Context: an optimization exercise on an open-source flow, tuned for small area. The choices shown serve that exercise and are no tape-out recipe. Where RTL was checked, it was by simulation tests only, not by an equivalence proof against the original. The clock port is modelled as an ideal driver; clocking choices that lean on that would not hold on a real chip.

==> flow/design.v <==
module router_top(clock,resetn,read_enb_0,read_enb_1,read_enb_2,data_in,pkt_valid,
       data_out_0,data_out_1,data_out_2,valid_out_0,valid_out_1,valid_out_2,err,busy);
input clock,resetn,read_enb_0,read_enb_1,read_enb_2,pkt_valid;
input wire [7:0]data_in;
output valid_out_0,valid_out_1,valid_out_2,err,busy;
output wire [7:0]data_out_0,data_out_1,data_out_2;
localparam DA  = 3'b000,  
           LFD = 3'b001,  
           LD  = 3'b010,  
           FFS = 3'b011,  
           LAF = 3'b100,  
           LP  = 3'b101,  
           CPE = 3'b110,  
           WTE = 3'b111;  
reg [2:0] st, nst;
wire s_da  = st == DA;
wire s_lfd = st == LFD;
wire s_ld  = st == LD;
wire s_laf = st == LAF;
wire [2:0] empty, full;
assign valid_out_0 = ~empty[0];
assign valid_out_1 = ~empty[1];
assign valid_out_2 = ~empty[2];
wire c0 = ~empty[0] & ~read_enb_0;
wire c1 = ~empty[1] & ~read_enb_1;
wire c2 = ~empty[2] & ~read_enb_2;
reg [4:0] t0, t1, t2;
wire sr0 = t0 == 5'd16;
wire sr1 = t1 == 5'd16;
wire sr2 = t2 == 5'd16;
function fb;
  input [4:0] t;
  case (t)
    5'd0, 5'd1, 5'd2, 5'd4, 5'd6, 5'd8, 5'd9, 5'd10, 5'd12, 5'd14, 5'd16, 5'd19, 5'd21, 5'd23, 5'd27, 5'd29, 5'd31: fb = 1'b1;
    default: fb = 1'b0;
  endcase
endfunction
always @(posedge clock) begin
  t0 <= (~resetn | ~c0) ? 5'd0 : {t0[3:0], fb(t0)};
  t1 <= (~resetn | ~c1) ? 5'd0 : {t1[3:0], fb(t1)};
  t2 <= (~resetn | ~c2) ? 5'd0 : {t2[3:0], fb(t2)};
end
reg [1:0] dst;       
reg lpv, pd;         
wire ffull = (dst == 2'd0) ? full[0] : (dst == 2'd1) ? full[1] : (dst == 2'd2) ? full[2] : 1'b0;
wire [1:0] a = data_in[1:0];
wire a_empty = (a == 2'd0) ? empty[0] : (a == 2'd1) ? empty[1] : (a == 2'd2) ? empty[2] : 1'b0;
always @(*) begin
  case (st)
    DA:  nst = (pkt_valid && a != 2'd3) ? (a_empty ? LFD : WTE) : DA;
    WTE: nst = a_empty ? LFD : (a == 2'd3) ? DA : WTE;
    LFD: nst = LD;
    LD:  nst = ffull ? FFS : (~pkt_valid ? LP : LD);
    FFS: nst = ffull ? FFS : LAF;
    LAF: nst = pd ? DA : (lpv ? LP : LD);
    LP:  nst = CPE;
    default: nst = ffull ? FFS : DA;  
  endcase
end
always @(posedge clock) begin
  if (~resetn)
    st <= DA;
  else if ((sr0 && a == 2'd0) || (sr1 && a == 2'd1) || (sr2 && a == 2'd2))
    st <= DA;
  else
    st <= nst;
end
assign busy = ~(s_da | s_ld);
wire wr_state = s_ld | s_laf | (st == LP);
reg [7:0] dreg;      
reg [7:0] hold;      
reg [7:0] par;       
reg e;
assign err = e;
always @(posedge clock) begin
  if (~resetn)
    hold <= 0;
  else if (s_ld & ffull)
    hold <= data_in;
end
wire [7:0] dmux = s_laf ? hold : data_in;
always @(posedge clock)
  if ((s_da & pkt_valid) | (s_ld & ~ffull) | s_laf)
    dreg <= dmux;
wire pen = (s_da & pkt_valid) | (s_ld & ~ffull) | (s_laf & (~lpv | ~pd));
always @(posedge clock)
  par <= (par & {8{~s_da}}) ^ (dmux & {8{pen}});
always @(posedge clock) begin
  if (~resetn | s_da)
    pd <= 0;
  else if ((s_ld & ~pkt_valid & ~ffull) | (s_laf & lpv))
    pd <= 1;
end
always @(posedge clock) begin
  if (~resetn | (st == CPE))
    lpv <= 0;
  else if (s_ld & ~pkt_valid)
    lpv <= 1;
end
always @(posedge clock) begin
  if (~resetn)
    e <= 0;
  else if (pd)
    e <= |par;
end
always @(posedge clock)
  if (s_da)
    dst <= a;
reg hf;
wire srd = (dst == 2'd0) ? sr0 : (dst == 2'd1) ? sr1 : (dst == 2'd2) ? sr2 : 1'b0;
always @(posedge clock)
  hf <= s_lfd & ~srd;
wire [2:0] we;
assign we[0] = wr_state & (dst == 2'd0);
assign we[1] = wr_state & (dst == 2'd1);
assign we[2] = wr_state & (dst == 2'd2);
wire [2:0] re = {read_enb_2, read_enb_1, read_enb_0};
wire [2:0] srv = {sr2, sr1, sr0};
wire [7:0] dout [0:2];
assign data_out_0 = dout[0];
assign data_out_1 = dout[1];
assign data_out_2 = dout[2];
genvar n, k;
generate for (n = 0; n < 3; n = n + 1) begin : fifo
  reg [8:0] m [0:15];
  reg [4:0] cnt;       
  reg z;               
  reg [5:0] g;         
  reg [7:0] q_out;
  integer i;
  wire clr = ~resetn | srv[n];
  assign empty[n] = cnt == 5'd0;
  assign full[n] = cnt[4];
  wire w = we[n] & ~full[n];
  wire r = re[n] & ~empty[n];
  wire [15:0] sel;
  for (k = 0; k < 16; k = k + 1) begin : dec
    assign sel[k] = cnt[3:0] == ((k + 1) % 16);
  end
  reg [8:0] q;
  always @(*) begin
    q = 0;
    for (i = 0; i < 16; i = i + 1)
      q = q | (m[i] & {9{sel[i]}});
  end
  always @(posedge clock)
    if (w) begin
      m[0] <= {hf, dreg};
      for (i = 1; i < 16; i = i + 1)
        m[i] <= m[i-1];
    end
  always @(posedge clock) begin
    if (clr)
      cnt <= 0;
    else
      cnt <= cnt + w - r;
  end
  always @(posedge clock) begin
    if (clr)
      z <= 1'b1;
    else if (r) begin
      if (q[8])
        z <= 1'b0;
      else if (g == 0)
        z <= 1'b1;
    end
  end
  always @(posedge clock)
    if (r) begin
      if (q[8])
        g <= q[7:2];
      else
        g <= g - 1'b1;
    end
  always @(posedge clock) begin
    if (clr)
      q_out <= 0;
    else if (r)
      q_out <= q[7:0];
    else if (z)
      q_out <= 0;
  end
  assign dout[n] = q_out;
end endgenerate
endmodule
export LEC_CHECK = 0
export CAP_MARGIN = 20
export CORE_MARGIN = 2
export CORE_UTILIZATION = 70
export SLEW_MARGIN = 20
create_clock -name core_clock -period 5.0 [get_ports {clock}]
standard.sh (not shown) runs the stock make flow with config.mk's settings and CLKGATE_MAP_FILE= SYNTH_SCRIPT=/design/flow/synth_recipe.tcl, a recipe that flattens the netlist after the stock synthesis.
==> flow/flow/run.sh <==
#!/bin/bash
# The standard layout (standard.sh) with three changes:
#  - synthesis maps logic with an area-oriented ABC script (flow/synth.tcl);
#  - clock tree synthesis inserts no dummy loads and uses larger sink clusters;
#  - the input and output ports get the smallest buffer.
set -euo pipefail
here=$(pwd)
export AREA_ABC_SCRIPT=$here/flow/area.abc
export CTS_ARGS="-sink_clustering_enable -repair_clock_nets -dont_use_dummy_load -sink_clustering_size 30 -sink_clustering_max_diameter 120 -buf_list sky130_fd_sc_hd__clkbuf_16"
export BUFFER_PORTS_ARGS="-buffer_cell sky130_fd_sc_hd__buf_1"
sed "s|SYNTH_SCRIPT=[^ ]*|SYNTH_SCRIPT=$here/flow/synth.tcl|" standard.sh > layout.sh
grep -q "SYNTH_SCRIPT=$here/flow/synth.tcl" layout.sh
bash layout.sh > layout.log 2>&1
==> flow/flow/area.abc <==
strash
dc2
dch -f
amap
topo
strash
dch -f
amap
topo
stime -c
upsize -c
dnsize -c
==> flow/flow/synth.tcl <==
# The standard synthesis (synth_recipe.tcl), except that ABC maps the logic
# with an area-oriented script (flow/area.abc) instead of ORFS's speed script.
# Registers are mapped before ABC runs, so they are the standard ones.
proc synth {args} { yosys synth -nofsm -noshare {*}$args }
proc abc {args} {
  set i [lsearch -exact $args -script]
  if { $i >= 0 } { set args [lreplace $args $i [expr {$i + 1}] -script $::env(AREA_ABC_SCRIPT)] }
  yosys abc {*}$args
}
source $::env(SCRIPTS_DIR)/synth.tcl
# left out here: clear keep_hierarchy, flatten, clean up, hide names made inside functions, write 1_2_yosys.v
==> next run, changes <==
--- a/flow/design.v
+++ b/flow/design.v
@@ -153,7 +153,7 @@
     if (clr)
       cnt <= 0;
     else
-      cnt <= cnt + w - r;
+      cnt <= cnt + {{4{r & ~w}}, w ^ r};
   end
   always @(posedge clock) begin
     if (clr)
- cell area climbs by 2.3%
- worst hold slack gets worse by 0.0095 ns
- wire length grows by 1.4%
- sequential cell count is unchanged
- synthesized cell count hardly moves
- cell count climbs by 2.3%
- via count grows by 2.4%
- clock skew drops by 0.010 ns
- die area came out higher by 0.66%
- fmax fell by 9.9%
- non-clock buffer count rises by 38
- synthesized area increases by 0.68%
No functional check of the RTL was part of the second run of this note.

static timing again, ports no longer ideal:
The results above use ideal ports. As a check the final layouts listed here were re-extracted and re-timed, cells and wires unchanged.
Step 1 sets driving cells, clkbuf_16 on the clock port and buf_2 on the other inputs (assumed; they add their load-dependent delay and slew).
Step 2, shift: input delay + t, output delay - t, t = (earliest + latest rising clock arrival at the registers) / 2. This alone moves slack from input paths to output paths.
Slacks: ideal / step 1 / step 2; pairs: ideal / step 1.
| run | t, ns | setup WS [ns] | hold WS [ns] | pins driven straight from the clock port |
|---|---|---|---|---|
| the first run | 0.592 | 1.450 / 1.450 / 1.450 | 0.432 / 0.432 / 0.432 | 1 |
| the second run | 0.597 | 1.062 / 1.062 / 1.062 | 0.423 / 0.423 / 0.423 | 1 |
After both steps setup and hold are still met in every run listed.
